Background: an optimization exercise with open tools, aiming at small area and a short achievable clock period. Do not read the settings as production practice.
At most, simulation tests tie the RTL to the original design; equivalence was not proved.

==> branch xenon <==
// cpu
module cpu(
    input  wire        clk,
    input  wire        reset,
    output wire [31:0] mem_addr,
    output wire        mem_wr,
    output wire [31:0] mem_wdata,
    input  wire [31:0] mem_rdata,
    output wire        reg_we,
    output wire [4:0]  reg_waddr,
    output wire [31:0] reg_wdata
);
clock: 76.0 ns
lec_check: 0
cap_margin: 35
core_margin: 2
core_utilization: 40
cts_cluster_diameter: 100
cts_cluster_size: 25
slew_margin: 35
buffer_ports_args: -buffer_cell sky130_fd_sc_hd__buf_2
setup_slack_margin: 59.5
standard.sh (not shown) runs the stock make flow with config.mk's settings and CLKGATE_MAP_FILE= SYNTH_SCRIPT=/design/flow/synth_recipe.tcl, a recipe that flattens the netlist after the stock synthesis.
==> flow/flow/run.sh <==
#!/bin/bash
# Layout flow: the standard layout (standard.sh: unchanged synthesis,
# floorplan, power grid, placement, CTS and routing), plus:
#  - after the standard synthesis, the combinational logic is re-mapped by ABC
#    for area (remap.ys, remap.abc). Flip-flops, adder cells and tie cells keep
#    their cells and names; the step checks that the flip-flops are the same
#    and, if anything fails, the standard netlist is used as it is.
#  - the port buffers that placement inserts on every input and output are
#    plain buffers (buf_2);
#  - the resizer's setup margin asks repair_timing to keep working on paths
#    until they would meet a shorter period (the SDC and clock are unchanged).
# Each tool writes its output to a log of its own in this folder (and ORFS to
# its logs in orfs/logs).
set -euo pipefail
MARGIN=59.5
{
  echo 'export BUFFER_PORTS_ARGS = -buffer_cell sky130_fd_sc_hd__buf_2'
  echo "export SETUP_SLACK_MARGIN = ${MARGIN}"
} >> config.mk
bash standard.sh synth > standard_synth.log 2>&1

RES=orfs/results/${FLOW_PLATFORM}/cpu/base
LIB=${FLOW_HOME}/platforms/${FLOW_PLATFORM}/lib/sky130_fd_sc_hd__tt_025C_1v80.lib
remap() {
  : > remap_keep.txt
  sed -e "s#@LIB@#$LIB#g; s#@NET@#$RES/1_2_yosys.v#; s#@TOP@#${FLOW_TOP}#g; s#@KEEP@#remap_keep.txt#g; s#@ABC@#flow/remap.abc#; s#@OUT@#remap_out.v#" \
    flow/remap.ys > remap_run.ys || return 1
  yosys -l remap_yosys.log -s remap_run.ys > /dev/null 2>&1 || return 1
  [ -s remap_out.v ] && grep -q "^module ${FLOW_TOP}(" remap_out.v || return 1
  # the same flip-flops, by name and cell, as the standard netlist
  grep -oE "sky130_fd_sc_hd__e?df[a-z0-9_]* [^ ]+" "$RES/1_2_yosys.v" | sort > remap_ff_std.txt
  grep -oE "sky130_fd_sc_hd__e?df[a-z0-9_]* [^ ]+" remap_out.v | sort > remap_ff_new.txt
  cmp -s remap_ff_std.txt remap_ff_new.txt || return 1
  cp "$RES/1_2_yosys.v" standard_1_2_yosys.v
  cp remap_out.v "$RES/1_2_yosys.v"
  rm -f "$RES/1_synth.odb" "$RES/1_synth.sdc"
}
if remap; then echo "remap: used" > remap_status.txt; else echo "remap: not used" > remap_status.txt; fi
bash standard.sh > standard_layout.log 2>&1
Other scripts of this flow, unchanged in this note and not shown: flow/flow/remap.abc, flow/flow/remap.ys
==> inputs of branch cedar, as changes to branch xenon <==
--- a/flow/design.v
+++ b/flow/design.v
@@ -1,28 +1,33 @@
 module Banco_reg(
     input  wire        Clk,
-    input  wire        Clear,
+    input  wire        Reset,
     input  wire        RegWrite,
     input  wire [4:0]  ReadRegNext,    
     input  wire [4:0]  WriteReg,
     input  wire [31:0] WriteData,
     output wire [31:0] ReadData
 );
     wire [1023:0] q;
+    reg  [31:0]   valid;
     reg  [31:0]   sel;
-    wire [31:0]   wsel = (RegWrite ? (32'd1 << WriteReg) : 32'd0) | {32{Clear}};
-    wire [31:0]   wd   = Clear ? 32'd0 : WriteData;
+    wire [31:0]   wsel = RegWrite ? (32'd1 << WriteReg) : 32'd0;
+    wire [31:0]   valid_nx = valid | wsel;
     genvar i;
     generate
         for (i = 0; i < 32; i = i + 1) begin : g_r
             reg [31:0] r;
             always @(posedge Clk)
-                if (wsel[i]) r <= wd;
+                if (wsel[i]) r <= WriteData;
             assign q[32*i +: 32] = r;
         end
     endgenerate
-    always @(posedge Clk) sel <= 32'd1 << ReadRegNext;
+    always @(posedge Clk or posedge Reset) begin
+        if (Reset) valid <= 32'd0;
+        else valid <= valid_nx;
+    end
+    always @(posedge Clk) sel <= (32'd1 << ReadRegNext) & valid_nx;
     reg [31:0] acc;
     integer j;
     always @(*) begin
         acc = 32'd0;
         for (j = 0; j < 32; j = j + 1) acc = acc | ({32{sel[j]}} & q[32*j +: 32]);
@@ -37,10 +42,12 @@
     input  wire bzero,
     input  wire overflow,
     output wire st_decode2,
     output wire nx_decode2,
     output reg  c_a_ld,
+    output reg  c_a_clr,
+    output reg  c_b_clr,
     output reg  c_pcw,
     output reg  [2:0] c_pcs,
     output reg  c_irw,
     output reg  c_sa,
     output reg  [2:0] c_sb,
@@ -95,11 +102,11 @@
     wire s_ADD = (k0 && step == 4'd5 && exc == 2'd0);
     wire s_SUB = (k10 && step == 4'd5 && exc == 2'd0);
     wire s_AND = (k1 && step == 4'd5 && exc == 2'd0);
     wire s_ALU_TO_REG = (k0 && step == 4'd6 && exc == 2'd0) | (k1 && step == 4'd6 && exc == 2'd0) | (k10 && step == 4'd6 && exc == 2'd0);
     wire s_MULT_1 = (k3 && step == 4'd5 && exc == 2'd0);
-    wire s_MULT_2 = (k0 && step == 4'd9 && exc == 2'd1) | (k2 && step == 4'd10 && exc == 2'd2) | (k3 && step == 4'd6 && exc == 2'd0) | (k10 && step == 4'd9 && exc == 2'd1) | (k13 && step == 4'd10 && exc == 2'd1);
+    wire s_MULT_2 = (k3 && step == 4'd6 && exc == 2'd0);
     wire s_DIV_1 = (k2 && step == 4'd5 && exc == 2'd0);
     wire s_DIV_2 = (k2 && step == 4'd6 && exc == 2'd0);
     wire s_MFHI = (k5 && step == 4'd5 && exc == 2'd0);
     wire s_MFLO = (k6 && step == 4'd5 && exc == 2'd0);
     wire s_SHIFT_SHAMT = (k7 && step == 4'd5 && exc == 2'd0);
@@ -148,19 +155,20 @@
     wire s_OVERFLOW_WAIT1 = (k0 && step == 4'd7 && exc == 2'd1) | (k10 && step == 4'd7 && exc == 2'd1) | (k13 && step == 4'd8 && exc == 2'd1);
     wire s_OVERFLOW_WAIT2 = (k0 && step == 4'd8 && exc == 2'd1) | (k10 && step == 4'd8 && exc == 2'd1) | (k13 && step == 4'd9 && exc == 2'd1);
     wire s_DIV_BY_ZERO = (k2 && step == 4'd7 && exc == 2'd2);
     wire s_DIV_BY_0_WAIT1 = (k2 && step == 4'd8 && exc == 2'd2);
     wire s_DIV_BY_0_WAIT2 = (k2 && step == 4'd9 && exc == 2'd2);
+    wire s_LOAD_EXP_TO_PC_1 = (k0 && step == 4'd9 && exc == 2'd1) | (k2 && step == 4'd10 && exc == 2'd2) | (k10 && step == 4'd9 && exc == 2'd1) | (k13 && step == 4'd10 && exc == 2'd1);
     wire s_LUI_WAIT_B = (k21 && step == 4'd7 && exc == 2'd0);
-    assign n_iord[0] = s_OVERFLOW | s_OVERFLOW_WAIT1 | s_OVERFLOW_WAIT2 | s_DIV_BY_ZERO | s_DIV_BY_0_WAIT1 | s_DIV_BY_0_WAIT2;
+    assign n_iord[0] = s_LW | s_SW | s_OVERFLOW | s_OVERFLOW_WAIT1 | s_OVERFLOW_WAIT2 | s_DIV_BY_ZERO | s_DIV_BY_0_WAIT1 | s_DIV_BY_0_WAIT2;
     assign n_iord[1] = s_ADDM_3 | s_ADDM_WAIT_3 | s_ADDM_WAIT_4 | s_OVERFLOW | s_OVERFLOW_WAIT1 | s_OVERFLOW_WAIT2 | s_DIV_BY_ZERO | s_DIV_BY_0_WAIT1 | s_DIV_BY_0_WAIT2;
     assign n_iord[2] = s_ADDM_1 | s_ADDM_WAIT_1 | s_ADDM_WAIT_2;
     assign n_ea[0] = s_DIV_BY_ZERO | s_DIV_BY_0_WAIT1 | s_DIV_BY_0_WAIT2;
     assign n_ea[1] = s_OVERFLOW | s_OVERFLOW_WAIT1 | s_OVERFLOW_WAIT2 | s_DIV_BY_ZERO | s_DIV_BY_0_WAIT1 | s_DIV_BY_0_WAIT2;
-    assign n_m2r[0] = s_ALU_TO_REG | s_MFLO | s_ADDI | s_ADDIU | s_LUI_3;
+    assign n_m2r[0] = s_ALU_TO_REG | s_MFLO | s_ADDM_6 | s_ADDI | s_ADDIU | s_LUI_3 | s_JAL_2;
     assign n_m2r[1] = s_ALU_TO_REG | s_SLT_2 | s_ADDM_6 | s_ADDI | s_ADDIU | s_SLTI_2 | s_JAL_2;
-    assign n_m2r[2] = s_MFHI | s_MFLO | s_ADDM_6 | s_JAL_2;
+    assign n_m2r[2] = s_MFHI | s_MFLO;
     assign n_rdst[0] = s_ALU_TO_REG | s_MFHI | s_MFLO | s_STORE_SHIFT | s_SLT_2 | s_ADDM_6 | s_JAL_2;
     assign n_rdst[1] = s_JAL_2;
     assign n_rw = s_ALU_TO_REG | s_MFHI | s_MFLO | s_STORE_SHIFT | s_SLT_2 | s_ADDM_6 | s_ADDI | s_ADDIU | s_LW | s_LUI_3 | s_SLTI_2 | s_SLLM_3 | s_JAL_2;
     assign n_mw = s_ADDM_WAIT_2 | s_ADDM_3 | s_ADDM_WAIT_3 | s_ADDM_WAIT_4 | s_LW | s_SW | s_SLLM_2 | s_OVERFLOW | s_OVERFLOW_WAIT1 | s_OVERFLOW_WAIT2 | s_DIV_BY_ZERO | s_DIV_BY_0_WAIT1 | s_DIV_BY_0_WAIT2;
     always @(*) begin
@@ -179,10 +187,12 @@
     always @(posedge clk) begin
         if (reset_q) begin
             step <= 4'd1;        
             exc <= 2'd0;
             c_a_ld <= 1'd0;
+            c_a_clr <= 1'd0;
+            c_b_clr <= 1'd0;
             c_pcw <= 1'd0;
             c_pcs <= 3'd0;
             c_irw <= 1'd0;
             c_sa <= 1'd0;
             c_sb <= 3'd0;
@@ -193,22 +203,24 @@
             c_br <= 1'd0;
         end else begin
             step <= step_nx;
             exc <= exc_nx;
             c_a_ld <= s_DECODE | s_DECODE_2;
+            c_a_clr <= s_ADDM_2 | s_LOAD_EXP_TO_PC_1;
+            c_b_clr <= s_ADDM_4;
             c_pcw <= s_FETCH_3 | s_JR | s_RTE | s_SLLM_2 | s_J;
             c_pcs[0] <= s_BEQ | s_BNE | s_BGT | s_BLE | s_SLLM_2;
             c_pcs[1] <= s_J;
             c_pcs[2] <= s_RTE;
             c_irw <= s_FETCH_3;
-            c_sa <= s_ADD | s_SUB | s_AND | s_JR | s_ADDI_ADDIU;
+            c_sa <= s_ADD | s_SUB | s_AND | s_JR | s_ADDI_ADDIU | s_SLLM_1;
             c_sb[0] <= s_FETCH_3 | s_ADDI_ADDIU;
-            c_sb[1] <= s_JR | s_ADDI_ADDIU;
+            c_sb[1] <= s_DECODE | s_JR | s_ADDM_6 | s_ADDI_ADDIU | s_LW | s_SW | s_SLLM_1 | s_JAL_2;
             c_sb[2] <= s_BEQ_BNE_BGT_BLE;
-            c_op[0] <= s_FETCH_3 | s_ADD | s_AND | s_JR | s_ADDI_ADDIU | s_BEQ_BNE_BGT_BLE;
+            c_op[0] <= s_FETCH_3 | s_DECODE | s_ADD | s_AND | s_JR | s_ADDM_6 | s_ADDI_ADDIU | s_BEQ_BNE_BGT_BLE | s_LW | s_SW | s_SLLM_1 | s_JAL_2;
             c_op[1] <= s_SUB | s_AND | s_OVERFLOW | s_OVERFLOW_WAIT1 | s_OVERFLOW_WAIT2 | s_DIV_BY_ZERO | s_DIV_BY_0_WAIT1 | s_DIV_BY_0_WAIT2;
-            c_aow <= s_ADD | s_SUB | s_AND | s_ADDI_ADDIU | s_BEQ_BNE_BGT_BLE;
+            c_aow <= s_DECODE | s_ADD | s_SUB | s_AND | s_ADDM_6 | s_ADDI_ADDIU | s_BEQ_BNE_BGT_BLE | s_LW | s_SW | s_SLLM_1 | s_JAL_2;
             c_epcw <= s_OVERFLOW | s_OVERFLOW_WAIT1 | s_OVERFLOW_WAIT2 | s_DIV_BY_ZERO | s_DIV_BY_0_WAIT1 | s_DIV_BY_0_WAIT2;
             c_bop[0] <= s_BNE | s_BLE;
             c_bop[1] <= s_BGT | s_BLE;
             c_br <= s_BEQ | s_BNE | s_BGT | s_BLE;
         end
@@ -412,37 +424,37 @@
 );
     reg [31:0] PC;                          
     reg [31:0] EPC, HI, LO;                 
     reg        epc_v, hilo_v;
     reg        reset_q;                     
-    reg [31:0] IR, A, B;                    
+    reg [31:0] IR, A, B, ALUOut;            
     wire [5:0]  op_f  = IR[31:26];
     wire [4:0]  rs    = IR[25:21];
     wire [4:0]  rt    = IR[20:16];
     wire [15:0] imm   = IR[15:0];
-    wire c_a_ld, c_pcw, c_irw, c_sa, c_aow, c_epcw, c_br;
+    wire c_a_ld, c_a_clr, c_b_clr, c_pcw, c_irw, c_sa, c_aow, c_epcw, c_br;
     wire [2:0] c_pcs, c_sb;
     wire [1:0] c_op, c_bop;
     wire [2:0] n_iord, n_m2r;
     wire [1:0] n_ea, n_rdst;
     wire n_rw, n_mw;
     wire st_decode2, nx_decode2;
     wire overflow;
     UC UC_(
         .clk(clk), .reset_q(reset_q), .Opcode(op_f), .Funct(IR[5:0]),
         .bzero(B == 32'd0), .overflow(overflow), .st_decode2(st_decode2), .nx_decode2(nx_decode2),
-        .c_a_ld(c_a_ld),
+        .c_a_ld(c_a_ld), .c_a_clr(c_a_clr), .c_b_clr(c_b_clr),
         .c_pcw(c_pcw), .c_pcs(c_pcs), .c_irw(c_irw),
         .c_sa(c_sa), .c_sb(c_sb), .c_op(c_op), .c_aow(c_aow), .c_epcw(c_epcw), .c_bop(c_bop), .c_br(c_br),
         .n_iord(n_iord), .n_ea(n_ea), .n_m2r(n_m2r), .n_rdst(n_rdst), .n_rw(n_rw), .n_mw(n_mw)
     );
     reg  [4:0]  waddr_nx;            
     reg  [31:0] wdata_nx;            
     wire [31:0] rd;
     wire [31:0] ir_nx = c_irw ? mem_rdata : IR;
     Banco_reg BANCO_REG_(
-        .Clk(clk), .Clear(reset_q), .RegWrite(n_rw),
+        .Clk(clk), .Reset(reset), .RegWrite(n_rw),
         .ReadRegNext(nx_decode2 ? ir_nx[20:16] : ir_nx[25:21]),
         .WriteReg(waddr_nx), .WriteData(wdata_nx), .ReadData(rd)
     );
     wire [31:0] ain = c_sa ? A : PC;
     reg  [31:0] bin;
@@ -476,11 +488,11 @@
         case (c_pcs)
             3'd0: pc_in = alu_res;
             3'd2: pc_in = {PC[31:28], rt, rs, imm, 2'b00};
             3'd3: pc_in = 32'b00000100110001001011010010110100;
             3'd4, 3'd6: pc_in = epc_v ? EPC : 32'd0;
-            default: pc_in = A;
+            default: pc_in = ALUOut;
         endcase
     end
     wire md_go = st_decode2 && (op_f == 6'd0) &&
                  ((IR[5:0] == 6'h18) || (IR[5:0] == 6'h1a));
     reg  [2:0] md_step;         
@@ -525,14 +537,15 @@
                 HI <= m_hi; LO <= m_lo;
             end
         end
     end
     wire [31:0] pc_nx  = pc_we ? pc_in : PC;
+    wire [31:0] alu_nx = c_aow ? alu_res : ALUOut;
     wire        a_rf   = c_a_ld && !st_decode2;      
     wire        b_rf   = c_a_ld && st_decode2;       
-    wire [31:0] a_nx   = a_rf ? rd : c_aow ? alu_res : A;
-    wire [31:0] b_nx   = b_rf ? rd : B;
+    wire [31:0] a_nx   = a_rf ? rd : c_a_clr ? 32'd0 : A;
+    wire [31:0] b_nx   = b_rf ? rd : c_b_clr ? 32'd0 : B;
     always @(posedge clk or posedge reset) begin
         if (reset) begin
             PC <= 32'd0; epc_v <= 1'b0;
         end else begin
             PC <= pc_nx;
@@ -545,10 +558,11 @@
     end
     always @(posedge clk) begin
         IR <= ir_nx;
         A <= a_nx;
         B <= b_nx;
+        ALUOut <= alu_nx;
     end
     always @(*) begin
         case (n_rdst)
             2'd0: waddr_nx = rt;
             2'd1: waddr_nx = IR[15:11];
@@ -556,12 +570,11 @@
             default: waddr_nx = 5'd31;
         endcase
         case (n_m2r)
             3'd1: wdata_nx = {imm, 16'b0};
             3'd2: wdata_nx = {32{menor}};
-            3'd3: wdata_nx = a_nx;
-            3'd6: wdata_nx = PC;
+            3'd3: wdata_nx = alu_nx;
             3'd4: wdata_nx = hilo_v ? HI : 32'd0;
             3'd5: wdata_nx = hilo_v ? LO : 32'd0;
             default: wdata_nx = 32'd0;
         endcase
     end
@@ -569,10 +582,11 @@
     reg [4:0]  waddr_o;
     reg        we_o, mw_o;
     always @(posedge clk) begin
         case (n_iord)
             3'd0: addr <= pc_nx;
+            3'd1: addr <= alu_nx;
             3'd2: addr <= b_nx;
             3'd3: addr <= {24'd0, 6'b111111, n_ea};
             default: addr <= a_nx;
         endcase
         waddr_o <= waddr_nx;
- CTS_CLUSTER_SIZE: 25 -> 20
==> inputs of branch lagoon, as changes to branch xenon <==
--- a/flow/design.v
+++ b/flow/design.v
@@ -154,13 +154,13 @@
     assign n_iord[0] = s_OVERFLOW | s_OVERFLOW_WAIT1 | s_OVERFLOW_WAIT2 | s_DIV_BY_ZERO | s_DIV_BY_0_WAIT1 | s_DIV_BY_0_WAIT2;
     assign n_iord[1] = s_ADDM_3 | s_ADDM_WAIT_3 | s_ADDM_WAIT_4 | s_OVERFLOW | s_OVERFLOW_WAIT1 | s_OVERFLOW_WAIT2 | s_DIV_BY_ZERO | s_DIV_BY_0_WAIT1 | s_DIV_BY_0_WAIT2;
     assign n_iord[2] = s_ADDM_1 | s_ADDM_WAIT_1 | s_ADDM_WAIT_2;
     assign n_ea[0] = s_DIV_BY_ZERO | s_DIV_BY_0_WAIT1 | s_DIV_BY_0_WAIT2;
     assign n_ea[1] = s_OVERFLOW | s_OVERFLOW_WAIT1 | s_OVERFLOW_WAIT2 | s_DIV_BY_ZERO | s_DIV_BY_0_WAIT1 | s_DIV_BY_0_WAIT2;
-    assign n_m2r[0] = s_ALU_TO_REG | s_MFLO | s_ADDI | s_ADDIU | s_LUI_3;
+    assign n_m2r[0] = s_ALU_TO_REG | s_MFLO | s_ADDM_6 | s_ADDI | s_ADDIU | s_LUI_3 | s_JAL_2;
     assign n_m2r[1] = s_ALU_TO_REG | s_SLT_2 | s_ADDM_6 | s_ADDI | s_ADDIU | s_SLTI_2 | s_JAL_2;
-    assign n_m2r[2] = s_MFHI | s_MFLO | s_ADDM_6 | s_JAL_2;
+    assign n_m2r[2] = s_MFHI | s_MFLO;
     assign n_rdst[0] = s_ALU_TO_REG | s_MFHI | s_MFLO | s_STORE_SHIFT | s_SLT_2 | s_ADDM_6 | s_JAL_2;
     assign n_rdst[1] = s_JAL_2;
     assign n_rw = s_ALU_TO_REG | s_MFHI | s_MFLO | s_STORE_SHIFT | s_SLT_2 | s_ADDM_6 | s_ADDI | s_ADDIU | s_LW | s_LUI_3 | s_SLTI_2 | s_SLLM_3 | s_JAL_2;
     assign n_mw = s_ADDM_WAIT_2 | s_ADDM_3 | s_ADDM_WAIT_3 | s_ADDM_WAIT_4 | s_LW | s_SW | s_SLLM_2 | s_OVERFLOW | s_OVERFLOW_WAIT1 | s_OVERFLOW_WAIT2 | s_DIV_BY_ZERO | s_DIV_BY_0_WAIT1 | s_DIV_BY_0_WAIT2;
     always @(*) begin
@@ -198,17 +198,17 @@
             c_pcw <= s_FETCH_3 | s_JR | s_RTE | s_SLLM_2 | s_J;
             c_pcs[0] <= s_BEQ | s_BNE | s_BGT | s_BLE | s_SLLM_2;
             c_pcs[1] <= s_J;
             c_pcs[2] <= s_RTE;
             c_irw <= s_FETCH_3;
-            c_sa <= s_ADD | s_SUB | s_AND | s_JR | s_ADDI_ADDIU;
+            c_sa <= s_ADD | s_SUB | s_AND | s_JR | s_ADDI_ADDIU | s_SLLM_1;
             c_sb[0] <= s_FETCH_3 | s_ADDI_ADDIU;
-            c_sb[1] <= s_JR | s_ADDI_ADDIU;
+            c_sb[1] <= s_DECODE | s_JR | s_ADDM_6 | s_ADDI_ADDIU | s_LW | s_SW | s_SLLM_1 | s_JAL_2;
             c_sb[2] <= s_BEQ_BNE_BGT_BLE;
-            c_op[0] <= s_FETCH_3 | s_ADD | s_AND | s_JR | s_ADDI_ADDIU | s_BEQ_BNE_BGT_BLE;
+            c_op[0] <= s_FETCH_3 | s_DECODE | s_ADD | s_AND | s_JR | s_ADDM_6 | s_ADDI_ADDIU | s_BEQ_BNE_BGT_BLE | s_LW | s_SW | s_SLLM_1 | s_JAL_2;
             c_op[1] <= s_SUB | s_AND | s_OVERFLOW | s_OVERFLOW_WAIT1 | s_OVERFLOW_WAIT2 | s_DIV_BY_ZERO | s_DIV_BY_0_WAIT1 | s_DIV_BY_0_WAIT2;
-            c_aow <= s_ADD | s_SUB | s_AND | s_ADDI_ADDIU | s_BEQ_BNE_BGT_BLE;
+            c_aow <= s_DECODE | s_ADD | s_SUB | s_AND | s_ADDM_6 | s_ADDI_ADDIU | s_BEQ_BNE_BGT_BLE | s_LW | s_SW | s_SLLM_1 | s_JAL_2;
             c_epcw <= s_OVERFLOW | s_OVERFLOW_WAIT1 | s_OVERFLOW_WAIT2 | s_DIV_BY_ZERO | s_DIV_BY_0_WAIT1 | s_DIV_BY_0_WAIT2;
             c_bop[0] <= s_BNE | s_BLE;
             c_bop[1] <= s_BGT | s_BLE;
             c_br <= s_BEQ | s_BNE | s_BGT | s_BLE;
         end
@@ -412,11 +412,11 @@
 );
     reg [31:0] PC;                          
     reg [31:0] EPC, HI, LO;                 
     reg        epc_v, hilo_v;
     reg        reset_q;                     
-    reg [31:0] IR, A, B;                    
+    reg [31:0] IR, A, B, ALUOut;            
     wire [5:0]  op_f  = IR[31:26];
     wire [4:0]  rs    = IR[25:21];
     wire [4:0]  rt    = IR[20:16];
     wire [15:0] imm   = IR[15:0];
     wire c_a_ld, c_pcw, c_irw, c_sa, c_aow, c_epcw, c_br;
@@ -476,11 +476,11 @@
         case (c_pcs)
             3'd0: pc_in = alu_res;
             3'd2: pc_in = {PC[31:28], rt, rs, imm, 2'b00};
             3'd3: pc_in = 32'b00000100110001001011010010110100;
             3'd4, 3'd6: pc_in = epc_v ? EPC : 32'd0;
-            default: pc_in = A;
+            default: pc_in = ALUOut;
         endcase
     end
     wire md_go = st_decode2 && (op_f == 6'd0) &&
                  ((IR[5:0] == 6'h18) || (IR[5:0] == 6'h1a));
     reg  [2:0] md_step;         
@@ -525,13 +525,14 @@
                 HI <= m_hi; LO <= m_lo;
             end
         end
     end
     wire [31:0] pc_nx  = pc_we ? pc_in : PC;
+    wire [31:0] alu_nx = c_aow ? alu_res : ALUOut;
     wire        a_rf   = c_a_ld && !st_decode2;      
     wire        b_rf   = c_a_ld && st_decode2;       
-    wire [31:0] a_nx   = a_rf ? rd : c_aow ? alu_res : A;
+    wire [31:0] a_nx   = a_rf ? rd : A;
     wire [31:0] b_nx   = b_rf ? rd : B;
     always @(posedge clk or posedge reset) begin
         if (reset) begin
             PC <= 32'd0; epc_v <= 1'b0;
         end else begin
@@ -545,10 +546,11 @@
     end
     always @(posedge clk) begin
         IR <= ir_nx;
         A <= a_nx;
         B <= b_nx;
+        ALUOut <= alu_nx;
     end
     always @(*) begin
         case (n_rdst)
             2'd0: waddr_nx = rt;
             2'd1: waddr_nx = IR[15:11];
@@ -556,12 +558,11 @@
             default: waddr_nx = 5'd31;
         endcase
         case (n_m2r)
             3'd1: wdata_nx = {imm, 16'b0};
             3'd2: wdata_nx = {32{menor}};
-            3'd3: wdata_nx = a_nx;
-            3'd6: wdata_nx = PC;
+            3'd3: wdata_nx = alu_nx;
             3'd4: wdata_nx = hilo_v ? HI : 32'd0;
             3'd5: wdata_nx = hilo_v ? LO : 32'd0;
             default: wdata_nx = 32'd0;
         endcase
     end
==> run summary <==
Run status
The flow ran to the end and the layout has no timing, DRC or antenna violations.

Layout
Registers represent a cell area share of 0.548. Of all the cell area in the finished design, the clock network holds 0.0323. The sequential standard cell area is 40600 µm². Summing all multi-input logic gate instances after layout gives 25000 µm². The number of fillers in the final layout is 15000.

Counting plain and timing-repair buffers in the layout gives 358.

Critical path
The worst setup path startpoint is wdata_b[6]$_SDFF_PN0_. Following the worst setup path forward leads to its endpoint at mem_wdata[6].

Yosys
The number of nets in the synthesized netlist is 5528.

Timing
Setup slack on the critical path of the routed design comes to 59.56 ns. The smallest clock period supported by the final layout is computed as 16.44 ns. The slew of the pin with the lowest slew margin is 1.07 ns.

Global route
The met1 layer usage reported by global route is 0.400. The via count of the first global-routing pass came to 46600.

Route
After detailed routing, the total wire length is 266 mm.
[end of results for branch lagoon]
==> run summary <==
Critical path
Walking the worst path, the cells encountered are buf_2. Following the worst setup path forward leads to its endpoint at reg_wdata[23]. The worst setup path startpoint is wdata_o[23]$_DFF_P_.

Route
The routed wire length is 261 mm.

Layout
The clock-cell share of area is 0.0289. The buffer count excluding the clock tree in the final layout is 340. Registers represent a cell area share of 0.548. Counting the fill cells in the layout gives 14700.

Registers take 40000 µm².

Yosys
The number of nets in the synthesized netlist is 5425.

Floorplanning
The floorplan die width is 408 µm.

Timing
The clock period could shrink to 16.43 ns. Setup slack closes at 59.57 ns. At the pin with the least slew margin, the transition time is 1.05 ns.

Run status
The flow ran to the end and the layout has no timing, DRC or antenna violations.

Global route
The via count of the first global-routing pass is 45800.

Clock tree
The clock latency at the later pin of the worst-skew pair is 0.74 ns. After clock tree synthesis, the clock-pin slew on the worst setup and hold paths is 0.10 ns.
[end of results for branch xenon]
==> run summary <==
Timing
The post-layout minimum cycle time is 16.46 ns. Once routing completed, OpenROAD measured the worst setup slack at 59.54 ns.

Layout
Of all the cell area in the finished design, the clock network holds 0.0377. The buffer count excluding the clock tree in the final layout is 357. The multi-input combinational cells in the finished layout cover a total of 24500 µm².

Global route
The via count of the first global-routing pass is 46800. For this run, global-route usage on met1 was measured as 0.413.

Yosys
The number of nets in the synthesized netlist is 5557.

Critical path
The last element of the critical path is mem_addr[20]. The worst setup path startpoint is addr[20]$_DFF_P_.

Route
After detailed routing, the total wire length is 264 mm. After detailed routing, the met3 layer carries 33.0 mm of wire.

Run status
The run finished with no timing, DRC or antenna violations.
[end of results for branch cedar]
The RTL of branch lagoon was laid out without a check of its function.

[what the ideal ports hide]
The results above use ideal ports. As a check the final layouts listed here were re-extracted and re-timed, cells and wires unchanged. Step 1, drivers: a clkbuf_16 drives clk and a buf_2 each remaining input, both assumed. Step 2 moves the port delays by t, midway between the first and last clock arrival at a register: inputs arrive t later, outputs are due t later. That takes back most of the time a late clock gives input paths. Slacks: ideal ports / drivers / drivers and shift; pairs: ideal ports / drivers.
run	t (ns)	setup WS [ns]	clock arrival spread, ns
branch xenon	0.801	59.569 / 59.483 / 59.312	0.042 / 0.042
branch cedar	0.833	59.535 / 59.460 / 59.341	0.112 / 0.112
branch lagoon	0.819	59.564 / 59.482 / 59.494	0.067 / 0.067
After both steps setup and hold are still met in every run listed. The setup slack of branch xenon, which loses most, moves by -0.086 ns with the drivers and by -0.257 ns with both steps.
